Context: an optimization exercise on an open-source flow, tuned for small area and a short achievable clock period. The choices shown serve that exercise and are no tape-out recipe.
In this exercise RTL edits were held to simulation tests only and were not proved equivalent to the original.

**flow/run.sh**
```bash
#!/bin/bash
# synth_recipe.tcl (not shown) runs the flow's synth.tcl, then flattens the netlist and writes it again
# the make line also repeats each setting of config.mk as NAME=value (left out here)
make -C /OpenROAD-flow-scripts/flow DESIGN_CONFIG=/design/flow/config.mk WORK_HOME=/design/flow/orfs CLKGATE_MAP_FILE= SYNTH_SCRIPT=/design/flow/synth_recipe.tcl finish
```
**flow/config.mk**
```make
export PLATFORM = sky130hd
export DESIGN_NAME = CHIP
export DESIGN_NICKNAME = CHIP
export VERILOG_FILES = /design/flow/design.v
export SDC_FILE = /design/flow/constraint.sdc
export NUM_CORES = 4
export LEC_CHECK = 0
export CAP_MARGIN = 20
export CORE_MARGIN = 2
export CORE_UTILIZATION = 40
export SETUP_SLACK_MARGIN = 5
export SLEW_MARGIN = 20
```
**flow/constraint.sdc**
```tcl
create_clock -name core_clock -period 80.0 [get_ports {clk}]
set_input_delay 16.0000 -clock core_clock [delete_from_list [all_inputs] [get_ports {clk}]]
set_output_delay 16.0000 -clock core_clock [all_outputs]
set_load 0.01 [all_outputs]
```
**flow/design.v**
```verilog
module CHIP(clk,
            rst_n,
            mem_wen_D,
            mem_addr_D,
            mem_wdata_D,
            mem_rdata_D,
            mem_addr_I,
            mem_rdata_I);
    input         clk, rst_n ;
    output        mem_wen_D  ;
    output [31:0] mem_addr_D ;
    output [31:0] mem_wdata_D;
    input  [31:0] mem_rdata_D;
    output [31:0] mem_addr_I ;
    input  [31:0] mem_rdata_I;
    reg    [31:0] PC          ;              
    wire   [31:0] PC_nxt      ;              
    wire          regWrite    ;              
    wire   [ 4:0] rs1, rs2, rd;              
    wire   [31:0] rs1_data    ;              
    wire   [31:0] rs2_data    ;              
    wire   [31:0] rd_data     ;              
    wire          branchWire  ;
    wire          memReadWriteWire;
    wire   [1:0]  memtoRegWire;
    wire   [2:0]  aluOpWire   ;
    wire          jalOpWire   ;
    wire          aluSrcWire  ;
    wire          auipcOp0Wire;
    wire          auipcOp1Wire;
    wire   [2:0]  immGenOpWire;
    wire          jalrOpWire  ;
    wire          regWriteWire;
    wire   [31:0] immGenWire  ;   
    wire          zeroWire    ;   
    wire   [31:0] aluIn1      ;   
    wire   [31:0] aluIn2      ;   
    wire   [31:0] aluOut      ;   
    assign mem_wdata_D = rs2_data;
    assign mem_addr_I = PC ;
    assign mem_addr_D = aluOut;
    assign rs1 = mem_rdata_I[19:15];
    assign rs2 = mem_rdata_I[24:20];
    assign rd = mem_rdata_I[11:7];
    Control_unit control0(
        .opcode(mem_rdata_I[6:0]),
        .funct7(mem_rdata_I[31:25]),
        .funct3(mem_rdata_I[14:12]),
        .Branch(branchWire),
        .MemReadWrite(mem_wen_D),
        .MemtoReg(memtoRegWire),
        .ALUOp(aluOpWire),
        .JALOp(jalOpWire),
        .ALUSrc(aluSrcWire),
        .AUIPCOp0(auipcOp0Wire),
        .AUIPCOp1(auipcOp1Wire),
        .ImmGenOp(immGenOpWire),
        .JALROp(jalrOpWire),
        .RegWrite(regWrite));
    Program_counter counter0(
    	.address(PC),
    	.immGen(immGenWire),
    	.aluResult(aluOut),
    	.address_nxt(PC_nxt),
    	.BranchPC(branchWire),
    	.ZeroPC(zeroWire),
    	.JALOpPC(jalOpWire),
    	.JALROpPC(jalrOpWire));
    Imm_gen imm0(
    	.instruction(mem_rdata_I),
    	.ImmGenOpIG(immGenOpWire),
    	.ImmGenOut(immGenWire));
    Middle_stage middle0(
    	.pc(PC),
    	.rd1(rs1_data),
    	.rd2(rs2_data),
    	.imm(immGenWire),
    	.asrc(aluSrcWire),
    	.auipc0(auipcOp0Wire),
    	.auipc1(auipcOp1Wire),
    	.o1(aluIn1),
    	.o2(aluIn2));
    MemtoReg_mux memtoReg0(
    	.i0(mem_rdata_D),
    	.i1(PC),
    	.i2(aluOut),
    	.memtoReg(memtoRegWire),
    	.writeData(rd_data));
    ALU alu(
        .mode(aluOpWire), 
        .in_A(aluIn1), 
        .in_B(aluIn2), 
        .out(aluOut),
        .zeroALU(zeroWire));
    reg_file reg0(                           
        .clk(clk),                           
        .rst_n(rst_n),                       
        .wen(regWrite),                      
        .a1(rs1),                            
        .a2(rs2),                            
        .aw(rd),                             
        .d(rd_data),                         
        .q1(rs1_data),                       
        .q2(rs2_data));                      
    always @(posedge clk or negedge rst_n) begin
        if (!rst_n) begin
            PC <= 32'h00010000;  
        end
        else begin
            PC <= PC_nxt;
        end
    end
endmodule
module Control_unit(opcode,
                    funct7,
                    funct3,
                    Branch,
                    MemReadWrite,
                    MemtoReg,
                    ALUOp,
                    JALOp,
                    ALUSrc,
                    AUIPCOp0,
                    AUIPCOp1,
                    ImmGenOp,
                    JALROp,
                    RegWrite);
    input [6:0] opcode;
    input [6:0] funct7;
    input [2:0] funct3;
    output reg  Branch;
    output reg  MemReadWrite;
    output reg [1:0] MemtoReg;
    output reg [2:0] ALUOp;
    output reg  JALOp;
    output reg  ALUSrc;
    output reg  AUIPCOp0;
    output reg  AUIPCOp1;
    output reg [2:0] ImmGenOp;
    output reg  JALROp;
    output reg  RegWrite;
    always @(*) begin
        if(!opcode[6]&&opcode[5]&&opcode[4]&&!opcode[3]&&!opcode[2]&&opcode[1]&&opcode[0])begin  
            if(funct7[5])begin  
                Branch <= 1'b0;
                MemReadWrite <= 1'b0;
                MemtoReg <= 2'b10;
                ALUOp <= 3'b001;
                JALOp <= 1'b0;
                ALUSrc <= 1'b0;
                AUIPCOp0 <= 1'b0;
                AUIPCOp1 <= 1'b0;
                ImmGenOp <= 3'b000;
                JALROp <= 1'b0;
                RegWrite <= 1'b1;
            end
            else begin  
                if(funct7[0])begin  
                    Branch <= 1'b0;
	                MemReadWrite <= 1'b0;
	                MemtoReg <= 2'b10;
                    ALUOp <= 3'b010;
	                JALOp <= 1'b0;
	                ALUSrc <= 1'b0;
	                AUIPCOp0 <= 1'b0;
	                AUIPCOp1 <= 1'b0;
	                ImmGenOp <= 3'b000;
	                JALROp <= 1'b0;
	                RegWrite <= 1'b1;
                end
                else begin  
                    Branch <= 1'b0;
	                MemReadWrite <= 1'b0;
	                MemtoReg <= 2'b10;
	                ALUOp <= 3'b000;
	                JALOp <= 1'b0;
	                ALUSrc <= 1'b0;
	                AUIPCOp0 <= 1'b0;
	                AUIPCOp1 <= 1'b0;
	                ImmGenOp <= 3'b000;
	                JALROp <= 1'b0;
	                RegWrite <= 1'b1;
                end
            end
        end
        else if(!opcode[6]&&!opcode[5]&&!opcode[4]&&!opcode[3]&&!opcode[2]&&opcode[1]&&opcode[0])begin  
            Branch <= 1'b0;
            MemReadWrite <= 1'b0;
            MemtoReg <= 2'b00;
            ALUOp <= 3'b000;
            JALOp <= 1'b0;
            ALUSrc <= 1'b1;
            AUIPCOp0 <= 1'b0;
            AUIPCOp1 <= 1'b0;
            ImmGenOp <= 3'b000;
            JALROp <= 1'b0;
            RegWrite <= 1'b1;
        end
        else if(!opcode[6]&&opcode[5]&&!opcode[4]&&!opcode[3]&&!opcode[2]&&opcode[1]&&opcode[0])begin  
            Branch <= 1'b0;
            MemReadWrite <= 1'b1;
            MemtoReg <= 2'b00;
            ALUOp <= 3'b000;
            JALOp <= 1'b0;
            ALUSrc <= 1'b1;
            AUIPCOp0 <= 1'b0;
            AUIPCOp1 <= 1'b0;
            ImmGenOp <= 3'b001;
            JALROp <= 1'b0;
            RegWrite <= 1'b0;
        end
        else if(opcode[6]&&opcode[5]&&!opcode[4]&&!opcode[3]&&!opcode[2]&&opcode[1]&&opcode[0])begin  
            if (!funct3[0]) begin   
                Branch <= 1'b1;
                MemReadWrite <= 1'b0;
                MemtoReg <= 2'b00;
                ALUOp <= 3'b001;
                JALOp <= 1'b0;
                ALUSrc <= 1'b0;
                AUIPCOp0 <= 1'b0;
                AUIPCOp1 <= 1'b0;
                ImmGenOp <= 3'b010;
                JALROp <= 1'b0;
                RegWrite <= 1'b0;
            end
            else begin   
                Branch <= 1'b1;
                MemReadWrite <= 1'b0;
                MemtoReg <= 2'b00;
                ALUOp <= 3'b100;
                JALOp <= 1'b0;
                ALUSrc <= 1'b0;
                AUIPCOp0 <= 1'b0;
                AUIPCOp1 <= 1'b0;
                ImmGenOp <= 3'b010;
                JALROp <= 1'b0;
                RegWrite <= 1'b0;
            end
        end
        else if(!opcode[6]&&!opcode[5]&&opcode[4]&&!opcode[3]&&opcode[2]&&opcode[1]&&opcode[0])begin  
            Branch <= 1'b0;
            MemReadWrite <= 1'b0;
            MemtoReg <= 2'b10;
            ALUOp <= 3'b000;
            JALOp <= 1'b0;
            ALUSrc <= 1'b1;
            AUIPCOp0 <= 1'b1;
            AUIPCOp1 <= 1'b1;
            ImmGenOp <= 3'b011;
            JALROp <= 1'b0;
            RegWrite <= 1'b1;
        end
        else if(opcode[6]&&opcode[5]&&!opcode[4]&&opcode[3]&&opcode[2]&&opcode[1]&&opcode[0])begin  
            Branch <= 1'b0;
            MemReadWrite <= 1'b0;
            MemtoReg <= 2'b01;
            ALUOp <= 3'b000;
            JALOp <= 1'b1;
            ALUSrc <= 1'b0;
            AUIPCOp0 <= 1'b0;
            AUIPCOp1 <= 1'b0;
            ImmGenOp <= 3'b100;
            JALROp <= 1'b0;
            RegWrite <= 1'b1;
        end
        else if(opcode[6]&&opcode[5]&&!opcode[4]&&!opcode[3]&&opcode[2]&&opcode[1]&&opcode[0])begin  
            Branch <= 1'b0;
            MemReadWrite <= 1'b0;
            MemtoReg <= 2'b00;
            ALUOp <= 3'b000;
            JALOp <= 1'b0;
            ALUSrc <= 1'b1;
            AUIPCOp0 <= 1'b0;
            AUIPCOp1 <= 1'b0;
            ImmGenOp <= 3'b000;
            JALROp <= 1'b1;
            RegWrite <= 1'b0;
        end
        else begin  
            if (funct3[2]) begin  
                Branch <= 1'b0;
                MemReadWrite <= 1'b0;
                MemtoReg <= 2'b10;
                ALUOp <= 3'b101;
                JALOp <= 1'b0;
                ALUSrc <= 1'b1;
                AUIPCOp0 <= 1'b0;
                AUIPCOp1 <= 1'b0;
                ImmGenOp <= 3'b000;
                JALROp <= 1'b0;
                RegWrite <= 1'b1;
            end
            else if(funct3[1])begin  
                Branch <= 1'b0;
	            MemReadWrite <= 1'b0;
	            MemtoReg <= 2'b10;
	            ALUOp <= 3'b011;
	            JALOp <= 1'b0;
	            ALUSrc <= 1'b1;
	            AUIPCOp0 <= 1'b0;
	            AUIPCOp1 <= 1'b0;
	            ImmGenOp <= 3'b000;
	            JALROp <= 1'b0;
	            RegWrite <= 1'b1;
            end
            else begin  
                Branch <= 1'b0;
	            MemReadWrite <= 1'b0;
	            MemtoReg <= 2'b10;
	            ALUOp <= 3'b000;
	            JALOp <= 1'b0;
	            ALUSrc <= 1'b1;
	            AUIPCOp0 <= 1'b0;
	            AUIPCOp1 <= 1'b0;
	            ImmGenOp <= 3'b000;
	            JALROp <= 1'b0;
	            RegWrite <= 1'b1;
            end
        end
    end
endmodule
module Program_counter(address, immGen, aluResult, address_nxt, BranchPC, ZeroPC, JALOpPC, JALROpPC);
    input [31:0] address;
    input [31:0] immGen;
    input [31:0] aluResult;
    input BranchPC;
    input ZeroPC;
    input JALOpPC;
    input JALROpPC;
    output reg [31:0] address_nxt;
    always @(*) begin
    	if (!JALROpPC) begin
    		if ((BranchPC && ZeroPC) || JALOpPC)begin
	            address_nxt = address + (immGen << 1);
	        end
	        else begin
	            address_nxt = address + 4;
	        end
    	end
    	else begin
    		address_nxt = aluResult;
    	end
    end
endmodule
module Imm_gen(instruction,ImmGenOpIG,ImmGenOut);
    input [31:0] instruction;
    input [2:0] ImmGenOpIG;
    output reg [31:0] ImmGenOut;
    always @(*) begin
        case(ImmGenOpIG)
            3'b000 : begin   
                if(instruction[31]==1'b0)begin
                    ImmGenOut[31:12] <= 20'b0000_0000_0000_0000_0000;
                    ImmGenOut[11:0] <= instruction[31:20];
                end
                else begin
                    ImmGenOut[31:12] <= 20'b1111_1111_1111_1111_1111;
                    ImmGenOut[11:0] <= instruction[31:20];
                end
            end
            3'b001 : begin   
                if(instruction[31]==1'b0)begin
                    ImmGenOut[31:12] <= 20'b0000_0000_0000_0000_0000;
                    ImmGenOut[11:5] <= instruction[31:25];
                    ImmGenOut[4:0] <= instruction[11:7];
                end
                else begin
                    ImmGenOut[31:12] <= 20'b1111_1111_1111_1111_1111;
                    ImmGenOut[11:5] <= instruction[31:25];
                    ImmGenOut[4:0] <= instruction[11:7];
                end
            end
            3'b010 : begin   
                if(instruction[31]==1'b0)begin
                    ImmGenOut[31:12] <= 20'b0000_0000_0000_0000_0000;
                    ImmGenOut[11] <= instruction[31];
                    ImmGenOut[10] <= instruction[7];
                    ImmGenOut[9:4] <= instruction[30:25];
                    ImmGenOut[3:0] <= instruction[11:8];
                end
                else begin
                    ImmGenOut[31:12] <= 20'b1111_1111_1111_1111_1111;
                    ImmGenOut[11] <= instruction[31];
                    ImmGenOut[10] <= instruction[7];
                    ImmGenOut[9:4] <= instruction[30:25];
                    ImmGenOut[3:0] <= instruction[11:8];
                end
            end
            3'b011 : begin   
                if(instruction[31]==1'b0)begin
                    ImmGenOut[31:20] <= 12'b0000_0000_0000;
                    ImmGenOut[19:0] <= instruction[31:12];
                end
                else begin
                    ImmGenOut[31:20] <= 12'b1111_1111_1111;
                    ImmGenOut[19:0] <= instruction[31:12];
                end
            end
            3'b100 : begin   
                if(instruction[31]==1'b0)begin
                    ImmGenOut[31:20] <= 12'b0000_0000_0000;
                    ImmGenOut[19] <= instruction[31];
                    ImmGenOut[18:11] <= instruction[19:12];
                    ImmGenOut[10] <= instruction[20];
                    ImmGenOut[9:0] <= instruction[30:21];
                end
                else begin
                    ImmGenOut[31:20] <= 12'b1111_1111_1111;
                    ImmGenOut[19] <= instruction[31];
                    ImmGenOut[18:11] <= instruction[19:12];
                    ImmGenOut[10] <= instruction[20];
                    ImmGenOut[9:0] <= instruction[30:21];
                end
            end
            default: begin
                ImmGenOut[31:0] <= 32'b00;
            end
        endcase
    end
endmodule
module Middle_stage(pc,rd1,rd2,imm,asrc,auipc0,auipc1,o1,o2);
	input [31:0] pc, rd1, rd2, imm;
	input asrc,auipc0, auipc1;
	output reg [31:0] o1, o2;
	always @(*) begin
		if (auipc0==1'b1) begin
			o1 = pc;
		end
		else begin
			o1 = rd1;
		end
		if (auipc1==1'b0) begin
			if (asrc==1'b0) begin
				o2 = rd2;
			end
			else begin
				o2 = imm;
			end
		end
		else begin
			o2 = imm << 12;
		end
	end
endmodule
module MemtoReg_mux(i0, i1, i2, memtoReg, writeData);
	input [31:0] i0;
	input [31:0] i1;
	input [31:0] i2;
	input [1:0] memtoReg;
	output reg [31:0] writeData;
	always @(*) begin
		case (memtoReg)
			2'b00 : writeData <= i0;
			2'b01 : writeData <= i1 + 4;
			2'b10 : writeData <= i2;
			default : writeData <= 31'b0;
		endcase
	end
endmodule
module reg_file(clk, rst_n, wen, a1, a2, aw, d, q1, q2);
    parameter BITS = 32;
    parameter word_depth = 32;
    parameter addr_width = 5;  
    input clk, rst_n, wen;  
    input [BITS-1:0] d;
    input [addr_width-1:0] a1, a2, aw;
    output [BITS-1:0] q1, q2;
    reg [BITS-1:0] mem [0:word_depth-1];
    reg [BITS-1:0] mem_nxt [0:word_depth-1];
    integer i;
    assign q1 = mem[a1];
    assign q2 = mem[a2];
    always @(*) begin
        for (i=0; i<word_depth; i=i+1)
            mem_nxt[i] = (wen && (aw == i)) ? d : mem[i];
    end
    always @(posedge clk or negedge rst_n) begin
        if (!rst_n) begin
            mem[0] <= 0;
            for (i=1; i<word_depth; i=i+1) begin
                case(i)
                    32'd2: mem[i] <= 32'hbffffff0;
                    32'd3: mem[i] <= 32'h10008000;
                    default: mem[i] <= 32'h0;
                endcase
            end
        end
        else begin
            mem[0] <= 0;
            for (i=1; i<word_depth; i=i+1)
                mem[i] <= mem_nxt[i];
        end       
    end
endmodule
module ALU(mode, in_A, in_B, out, zeroALU);
    input  [2:0]  mode;
    input  [31:0] in_A, in_B;
    output [31:0] out;
    output reg zeroALU;
    reg  [63:0] shreg [0:32];
    reg  [32:0] alu_out;
    parameter ADD = 3'b000;
    parameter SUB = 3'b001;
    parameter MULT = 3'b010;
    parameter COMPARE = 3'b011;
    parameter BNE = 3'b100;
    parameter SRLI = 3'b101;
    integer i;
    assign out = shreg[32][31:0]; 
    always @(*) begin
        for (i=0; i<32; i=i+1)
            shreg[i] = {64{1'b0}};
        alu_out = {33{1'b0}};
        case(mode)
            ADD:begin
                shreg[32] =  in_A + in_B;
                zeroALU = 1'b0;
            end
            SUB:begin
                shreg[32] =  in_A - in_B;
                if (shreg[32]==64'b0) begin
                    zeroALU = 1'b1;
                end
                else begin
                    zeroALU = 1'b0;
                end
            end
            COMPARE:begin
                shreg[32] =  (in_A<in_B) ? {{63{1'b0}},1'b1} : {64{1'b0}};
                zeroALU = 1'b0;
            end
            MULT:begin
                shreg[0] = in_A;
                for (i=0; i<32; i=i+1) begin
                    if (shreg[i][0]) begin
                        alu_out = shreg[i][63:32] + in_B;
                        shreg[i+1] = {alu_out, shreg[i][31:1]};
                    end
                    else
                        shreg[i+1] = {1'b0, shreg[i][63:1]};
                end
                zeroALU = 1'b0;
            end
            BNE:begin
                shreg[32] =  in_A - in_B;
                if (shreg[32]==64'b0) begin
                    zeroALU = 1'b0;
                end
                else begin
                    zeroALU = 1'b1;
                end
            end
            SRLI:begin
                shreg[32] = in_A >> in_B;
                zeroALU = 1'b0;
            end
            default:begin
            	shreg[32] = {64{1'b0}};
            	zeroALU = 1'b0;
            end
        endcase
    end
endmodule
```
==> run notes, run 1 <==
drt wl/cell=35.1 µm; number of flops mapped to enable cells by yosys=0; number of antenna violations at the first check in global routing=44; Max-Slew Margin vs Limit=0.0681; Vias=96974; Setup Total Neg Slack=0 ps; Main synth FF type=dfrtp_1; R2R Path Start=reg0.mem[12][10]$_DFFE_PN0P_; Hold Vio Cnt, Final=0; final setup violation count=0; Synth async-reset ratio=1.00; hold path cells=2; gp weighted congestion=1.02; Hold-fix buffers, CTS=0; CP max-delay cell=or4b_2; Worst Tran Pin Value=1400 ps; drt via density=6.95; placed cell count=13636; input/output buffers=about 160; Worst Setup Start Kind=primary input; Max clock buf depth=3; cells after synthesis=between 10000 and 15000; FF+latch count, synth=~1000; Ys Warns=11; synthesized net count=around 12000; Critical Path Max Stage Delay=630 ps; clock period minus worst slack=73490 ps; fin. max-slew vios=0; synthesized cell area=87600 µm²; Post-DP Area=93600 µm²; Final Util=0.458; Worst EP required=64000 ps; WP buf/inv=18; Die Wd=472 µm; Crit Path Max Fanout=37; CTS tree=done; drt drc=0; final instance area=between 90000 and 100000 µm²; Die Y=about 470 µm; achievable frequency=13.6 MHz; status=finished clean; clock latency on the worst-skew pair=770 ps; WS Path Type=in -> out; RSZ-0062 raised after global routing=false; Layout Nets=11622; layout cells sized above 1=0.125; biggest area consumer among synthesized cells=dfrtp_1; Core Area=roughly 220000 µm²; Reg2Reg Depth=around 190; Root Driver=clkbuf_16; top cell family by delay on the critical path=compound AO/OA/AOI/OAI gates; vias in the first global route=approximately 90000; Post-DP HPWL=327 mm; Post-Route WL=489 mm; largest net degree at the start of global routing=114; TritonCTS Buffers=105; gr usage total=0.419; clock sinks=~1000; Yosys cell types=110; std cell rows=171; Area Growth Syn to Fin=13.7%; Cell Count, Final, Fillers Out=13957; Max Cap Viol=0; Reg clk slew, reported paths=60 ps; H-tree depth=3; most used cell, CP=ha_1; hold_sp=reg0.mem[2][25]$_DFFE_PN1P_; Post-DRT Antenna Nets=0; Worst setup EP type=output pin; Critical Path AT=57490 ps; sequential fraction of the synthesis area=0.293; Yosys top cell area share=0.284; total congestion overflow=0; Initial Util=0.403; # IOs=between 150 and 200; top cells by area, synth=dfrtp_1 28%, ha_1 8.0%, nand2_1 5.8%; Hold Path End=reg0.mem[2][25]$_DFFE_PN1P_; full die area=223000 µm²; Worst Skew=40.7 ps; Worst R2R Setup Slack=38830 ps; first-pass GRT wire length=676 mm; First-pass DRT Iterations=9; syn avg cell area=7.96 µm²; initial DRC count=15517; R2R Path End=reg0.mem[4][31]$_DFFE_PN0P_; worst hold path class=reg -> reg; Final Cycle Share=0.919
-- stage by stage --
stage / hold WS, ps / setup WS (ps)
2_1_floorplan: 455 / 8460
3_3_place_gp: 480 / 1510
3_5_place_dp: 484 / 1960
4_1_cts: 499 / 5010
5_1_grt: 523 / 4740
6_report: 502 / 6510
-- cell families after synthesis --
group / Yosys count / share of synthesized area
and+or+nand+nor: 3705 / 0.197
AOI/OAI and AO/OA: 3689 / 0.276
buffers and inverters: 1162 / 0.0529
DFF: 1024 / 0.293
adders and majority gates: 590 / 0.0870
xor gates and xnor gates: 436 / 0.0450
muxes: 402 / 0.0500
-- routing by layer --
layer | part of all wire | global-route usage
met5 | 0.0013 | 0.00800
met4 | 0.10 | 0.347
met3 | 0.13 | 0.150
met2 | 0.41 | 0.614
met1 | 0.35 | 0.489
-- final cells by class --
| cell class | instances | area [µm²] |
|---|---|---|
| diodes | 46 | 115 |
| clock buffers | 148 | 3010 |
| well taps | 2854 | 3570 |
| repair buffers | 602 | 5370 |
| multi-input cells | 8824 | 59600 |
| flip-flops and latches | 1024 | 25700 |
| clock inverters | 50 | 709 |
| inverters | 409 | 1560 |
| fillers | 21476 | 118000 |
-- how the worst max path moves through the flow --
stage                     slack (ps)        endpoint  cells past startpoint             from
after floorplan                 8460  mem_addr_D[31]                    202  mem_rdata_I[22]
after global placement          1510  mem_addr_D[31]                    192  mem_rdata_I[24]
after detailed placement        1960  mem_addr_D[31]                    191  mem_rdata_I[23]
after CTS                       5010  mem_addr_D[31]                    203  mem_rdata_I[22]
after global routing            4740  mem_addr_D[31]                    203  mem_rdata_I[19]
final                           6510  mem_addr_D[31]                    188  mem_rdata_I[21]
-- worst register-to-register path: cells and delay by family (launching register included) --
family / cells / cell delay (ps)
AOI/OAI and AO/OA: 58 / 12120
xor gates and xnor gates: 33 / 6330
adders and majority gates: 30 / 10110
buffers and inverters: 15 / 2230
DFF: 1 / 440
muxes: 11 / 2440
and+or+nand+nor: 42 / 7320
-- Yosys cell counts, drive strengths merged (29+ instances only) --
master / n
a22o: 70
o21bai: 96
nand4: 165
a222oi: 41
a31oi: 92
o21a: 74
xor2: 115
a211o: 29
dfstp: 30
mux2i: 148
a221oi: 69
a21oi: 722
buf: 169
ha: 558
or3: 58
and2: 40
or2: 34
xnor2: 312
a21o: 218
o22ai: 44
o31ai: 102
inv: 401
a221o: 30
nor2b: 88
nand3: 427
a211oi: 63
mux2: 254
o211ai: 57
a21boi: 47
fa: 32
nand2b: 67
nor4: 48
dfrtp: 994
clkbuf: 584
nor2: 856
a2111oi: 84
and3: 296
nor3: 156
a22oi: 610
nand2: 1362
o21ai: 1028
-- what timing repair did --
item,4_1_cts,5_1_grt
setup buffers,3,65
pin swaps,1,33
cloned,0,7
resized for setup,55,345
endpoints found under the setup margin,2,2
-- registers in the layout (all words and copies together), names as in the netlist --
register	count
reg0.mem	992
PC	32
-- layout by cell type (no fill, tap or decap), drive strengths merged, types with 47 or more instances in the layout --
| cell | count |
|---|---|
| a2111oi | 84 |
| a211oi | 63 |
| a21boi | 47 |
| a21o | 218 |
| a21oi | 722 |
| a221oi | 69 |
| a22o | 70 |
| a22oi | 610 |
| a31oi | 92 |
| and3 | 297 |
| buf | 435 |
| clkbuf | 160 |
| clkdlybuf4s50 | 150 |
| dfrtp | 994 |
| ha | 558 |
| inv | 407 |
| mux2 | 254 |
| mux2i | 148 |
| nand2 | 1362 |
| nand2b | 68 |
| nand3 | 427 |
| nand4 | 165 |
| nor2 | 856 |
| nor2b | 88 |
| nor3 | 156 |
| nor4 | 48 |
| o211ai | 57 |
| o21a | 74 |
| o21ai | 1028 |
| o21bai | 96 |
| o31ai | 102 |
| or3 | 58 |
| xnor2 | 312 |
| xor2 | 115 |
==> run 2: changes to the inputs <==
==> flow/design.v (replaced) <==
module CHIP(clk,
            rst_n,
            mem_wen_D,
            mem_addr_D,
            mem_wdata_D,
            mem_rdata_D,
            mem_addr_I,
            mem_rdata_I);
    input         clk, rst_n ;
    output        mem_wen_D  ;
    output [31:0] mem_addr_D ;
    output [31:0] mem_wdata_D;
    input  [31:0] mem_rdata_D;
    output [31:0] mem_addr_I ;
    input  [31:0] mem_rdata_I;
    wire [31:0] ins = mem_rdata_I;
    reg  [31:0] PC;
    wire b6 = ins[6], b5 = ins[5], b4 = ins[4], b3 = ins[3], b2 = ins[2];
    wire isR     = b5 & b4;
    wire isI     = b4 & ~b5 & ~b2;
    wire isAUIPC = b4 & b2;
    wire isLW    = ~b5 & ~b4;
    wire isBR    = b6 & ~b2;
    wire isJAL   = b3;
    wire isJALR  = b6 & b2 & ~b3;
    wire regWrite = b4 | ~b5 | b3;
    assign mem_wen_D = ~b6 & b5 & ~b4;
    wire isMul = isR & ins[25];
    wire isSrl = isI & ins[14];
    wire isSlt = isI & ins[13];
    wire isAdd = (isR & ~ins[25]) | (isI & ~ins[14] & ~ins[13]);
    wire [4:0] ra = ins[19:15];
    wire [4:0] rb = ins[24:20];
    wire [4:0] rd = ins[11:7];
    wire [31:0] wd;
    wire [31:0] rq [0:31];
    assign rq[0] = 32'b0;
    genvar g;
    generate
        for (g = 1; g < 32; g = g + 1) begin : R
            reg [31:0] q;
            always @(posedge clk or negedge rst_n) begin
                if (!rst_n)
                    q <= (g == 2) ? 32'hbffffff0 : (g == 3) ? 32'h10008000 : 32'h0;
                else if (regWrite && rd == g)
                    q <= wd;
            end
            assign rq[g] = q;
        end
    endgenerate
    reg [31:0] rs1, rs2;
    integer i;
    always @(*) begin
        rs1 = 32'b0;
        rs2 = 32'b0;
        for (i = 1; i < 32; i = i + 1) begin
            rs1 = rs1 | (rq[i] & {32{ra == i}});
            rs2 = rs2 | (rq[i] & {32{rb == i}});
        end
    end
    wire        selS  = b5 & ~b6;
    wire [31:0] immI  = {{20{ins[31]}}, ins[31:20]};
    wire [31:0] immIS = {{20{ins[31]}}, ins[31:25], selS ? ins[11:7] : ins[24:20]};
    wire [31:0] immB  = {{20{ins[31]}}, ins[7], ins[30:25], ins[11:8], 1'b0};
    wire [31:0] immJ  = {{12{ins[31]}}, ins[19:12], ins[20], ins[30:21], 1'b0};
    wire [31:0] immU  = {ins[31:12], 12'b0};
    wire [31:0] immT  = isJAL ? immJ : (b6 ? immB : immU);
    wire [31:0] addr  = rs1 + immIS;            
    assign mem_addr_D  = addr;
    assign mem_wdata_D = rs2;
    assign mem_addr_I  = PC;
    wire [31:0] aluB  = b5 ? rs2 : immI;
    wire        inv   = b5 ? ins[30] : ins[13];
    wire [32:0] asum  = {1'b0, rs1} + {1'b0, aluB ^ {32{inv}}} + {32'b0, inv};
    wire        lt    = ~asum[32];
    wire [31:0] prod  = rs1 * rs2;
    wire [31:0] shr   = rs1 >> rb;
    wire [31:0] tgt   = PC + immT;
    wire [31:0] pc4   = PC + 32'd4;
    assign wd = ({32{isLW}}    & mem_rdata_D)
              | ({32{isJAL}}   & pc4)
              | ({32{isAUIPC}} & tgt)
              | ({32{isMul}}   & prod)
              | ({32{isSrl}}   & shr)
              | ({32{isSlt}}   & {31'b0, lt})
              | ({32{isAdd}}   & asum[31:0]);
    wire eq    = (rs1 == rs2);
    wire taken = isJAL | (isBR & (eq ^ ins[12]));
    wire [31:0] PC_nxt = isJALR ? addr : (taken ? tgt : pc4);
    always @(posedge clk or negedge rst_n) begin
        if (!rst_n)
            PC <= 32'h00010000;
        else
            PC <= PC_nxt;
    end
endmodule
==> run 2 against run 1 <==
Wire length fell by 20%; die area fell by 15%; sequential share of layout area rose by 5.0 points; setup slack improved by 33000 ps; critical path depth fell by 163; critical path type unchanged; clock skew rose by 81 ps; first-iteration DRC count fell by 7.1%.
==> run notes, run 2 <==
initial DRC count=14418 (-7.1%); Crit Path Max Fanout=22 (-41%); syn avg cell area=8.82 µm² (+11%); WP buf/inv=6 (-12); final setup violation count=0 (unchanged); top post-synthesis cells by count=994 x dfrtp_1, 926 x nand2_1, 717 x nor2_1, 587 x a22oi_1, 583 x a21oi_1; Worst Skew=122 ps (+81.2 ps); TritonCTS Buffers=111 (+5.7%); post-cts sizing count=0 (-100%); clock period minus worst slack=40840 ps (-32650 ps); Post-DP HPWL=248 mm (-24%); Layout Nets=8985 (-23%); biggest area consumer among synthesized cells=dfrtp_1; top cell family by delay on the critical path=buffers and inverters; gp weighted congestion=1.03 (+0.86%); Max clock buf depth=3 (unchanged); Core Area=185000 µm² (-15%); # IOs=163 (unchanged); cells after synthesis=8442 (-23%); worst setup slack after layout=39160 ps (+32650 ps); Yosys cell types=96 (-13%); max reg flops=992 (unchanged); number of antenna violations at the first check in global routing=58 (+32%); Reg with most FFs=R.q; largest net degree at the start of global routing=91 (-20%); WS Path Type=in -> out; vias in the first global route=70087 (-22%); Ys Warns=1 (-10); status=finished clean; register area=25700 µm² (unchanged); number of flops mapped to enable cells by yosys=0 (unchanged); Synth async-reset ratio=1.00 (unchanged); gr usage total=0.402 (-0.0170); Critical Path Max Stage Delay=810 ps (+180 ps); Max-Slew Margin vs Limit=0.171 (+0.103); Hold-fix buffers, CTS=0 (unchanged); CTS tree=done; Cell Count, Final, Fillers Out=10922 (-22%); Final Cycle Share=0.511 (-0.408); synthesized net count=9151 (-22%); FF+latch count, synth=1024 (unchanged); Main synth FF type=dfrtp_1; clock latency on the worst-skew pair=810 ps (+40 ps); most frequent cell after synthesis=dfrtp_1; H-tree depth=3 (unchanged); synthesized cell area=74400 µm² (-15%); drt drc=0 (unchanged); Setup Buffers After CTS=0 (-3); most frequent cells in the layout=994 x dfrtp_1, 914 x nand2_1, 641 x nor2_1; Post-DRT Antenna Nets=0 (unchanged); clock sinks=1024 (unchanged); Root Driver=clkbuf_16; full die area=190000 µm² (-15%); std cell rows=158 (-7.6%); achievable frequency=24.5 MHz (+80%); first-pass GRT wire length=543 mm (-20%); Die Wd=435 µm (-7.8%); Vias=75034 (-23%); layout cells sized above 1=0.100 (-0.0245); fin. max-slew vios=0 (unchanged); First-pass DRT Iterations=7 (-2); Hold Vio Cnt, Final=0 (unchanged); area taken by multi-input logic gates=44900 µm² (-25%); Worst Tran Pin Value=1240 ps (-157 ps); Post-Route WL=392 mm (-20%); Initial Util=0.402 (-0.00116); CP max-delay cell=nor2_4; Worst EP required=64000 ps (about the same); biggest regs=R.q: 992 flops, PC: 32 flops; most used cell, CP=buf_4; RSZ-0062 raised after global routing=false; worst hold path class=reg -> reg; Max Cap Viol=0 (unchanged); placed cell count=10643 (-22%); Yosys top cell area share=0.334 (+0.0502); dpl ws=39590 ps (+37630 ps); drt wl/cell=35.9 µm (+2.4%); drt via density=6.87 (-1.1%); Setup Total Neg Slack=0 ps (unchanged); sequential fraction of the synthesis area=0.345 (+0.0518); top cells by area, synth=dfrtp_1 33%, fa_1 11%, a22oi_1 5.9%; total congestion overflow=0 (unchanged); Worst Setup Start Kind=primary input; commonest non-fill, non-tap cell in the layout=dfrtp_1; Critical Path AT=24840 ps (-32650 ps); Worst setup EP type=output pin; fill cell count=17968 (-16%); Reg clk slew, reported paths=60 ps (about the same); Area Growth Syn to Fin=12.1%; input/output buffers=160 (-1.2%); Die Y=435 µm (-7.8%)
==> run 2: cell types whose count changed in the layout (fill, tap and decap cells not counted), moves of 108 or more <==
| cell | before | now |
|---|---|---|
| nor2_1 | 778 | 641 |
| o21ai_0 | 984 | 518 |
| inv_1 | 394 | 514 |
| xnor2_1 | 309 | 175 |
| and3_1 | 292 | 426 |
| fa_1 | 32 | 411 |
| ha_1 | 552 | 232 |
| nand2_1 | 1341 | 914 |
| and2_1 | 35 | 175 |
| nor3_1 | 138 | 30 |
| mux2_2 | 244 | 123 |
| nand3_1 | 413 | 206 |
| a21o_1 | 218 | 60 |
==> run 2: worst paths after layout <==
kind / start / end / slack [ps] / cells past startpoint
max: mem_rdata_I[18] / mem_addr_D[24] / 39160 / 25
min: R[31].q[15]$_DFFE_PN0P_ / R[31].q[15]$_DFFE_PN0P_ / 500 / 2
max reg2reg: R[15].q[11]$_DFFE_PN0P_ / R[19].q[23]$_DFFE_PN0P_ / 68910 / 31
min reg2reg: R[31].q[15]$_DFFE_PN0P_ / R[31].q[15]$_DFFE_PN0P_ / 500 / 2
max in group asynchronous: rst_n / PC[4]$_DFF_PN0_ / 60800 / 5
min in group asynchronous: rst_n / R[13].q[24]$_DFFE_PN0P_ / 15180 / 1
==> run 2: final cells by class <==
| type | count | area share |
|---|---|---|
| Multi-Input combinational cell | 6178 | 0.538 |
| Sequential cell | 1024 | 0.308 |
| Timing Repair Buffer | 439 | 0.0442 |
| Clock buffer | 152 | 0.0381 |
| Tap cell | 2480 | 0.0372 |
| Inverter | 522 | 0.0235 |
| Clock inverter | 56 | 0.00885 |
| Antenna cell | 71 | 0.00213 |
==> run 2: cells by family after synthesis <==
| group | count (synthesis) | share of synthesized area |
|---|---|---|
| buf+inv | 1240 | 0.0665 |
| fa+ha+maj | 643 | 0.150 |
| xor+xnor | 236 | 0.0286 |
| simple gates | 2885 | 0.187 |
| mux | 215 | 0.0342 |
| compound gates | 2199 | 0.189 |
| flops | 1024 | 0.345 |
==> run 2: worst min-delay path: cells and delay by family, from the launching register on <==
family | cells | cell delay (ps)
flops | 1 | 360
compound gates | 1 | 60
simple gates | 1 | 50
==> run 2: per-stage QoR <==
step	util	cell area, µm²	hold slack, ps
6_report	0.450	83400	501
5_1_grt	0.449	83300	518
4_1_cts	0.449	83200	498
3_5_place_dp	0.428	79300	483
3_3_place_gp	0.428	79300	475
2_1_floorplan	-	74400	455
==> run 2: metal layers <==
metal  track usage  routed length [µm]  vias up
met3         0.176               61600     2327
met4         0.301               38700       30
met5       0.00302                 298        -
met2         0.554              155000     7211
met1         0.491              136000    36109
li1              -                   -    29357

==> separate check: timing with driven ports <==
The results above use ideal ports. As a check the final layouts listed here were re-extracted and re-timed, cells and wires unchanged.
Step 1 assumes that a clkbuf_16 drives the clock port and a buf_2 every other input.
Step 2, shift: input delay + t, output delay - t, t = (earliest + latest rising clock arrival at the registers) / 2. This alone moves slack from input paths to output paths.
a / b / c = no drivers / after step 1 / after step 2; a / b = the first two.
run | t, ns | slack for setup (ns) | worst hold slack (ns) | clock arrival spread, ns
run 1 | 0.835 | 6.511 / 6.342 / 6.342 | 0.502 / 0.502 / 0.502 | 0.041 / 0.041
run 2 | 0.825 | 39.157 / 39.133 / 39.133 | 0.501 / 0.501 / 0.501 | 0.122 / 0.122
After both steps every run listed still meets setup and hold. The setup slack of run 1, which loses most, moves by -0.169 ns with the drivers and by -0.169 ns with both steps.
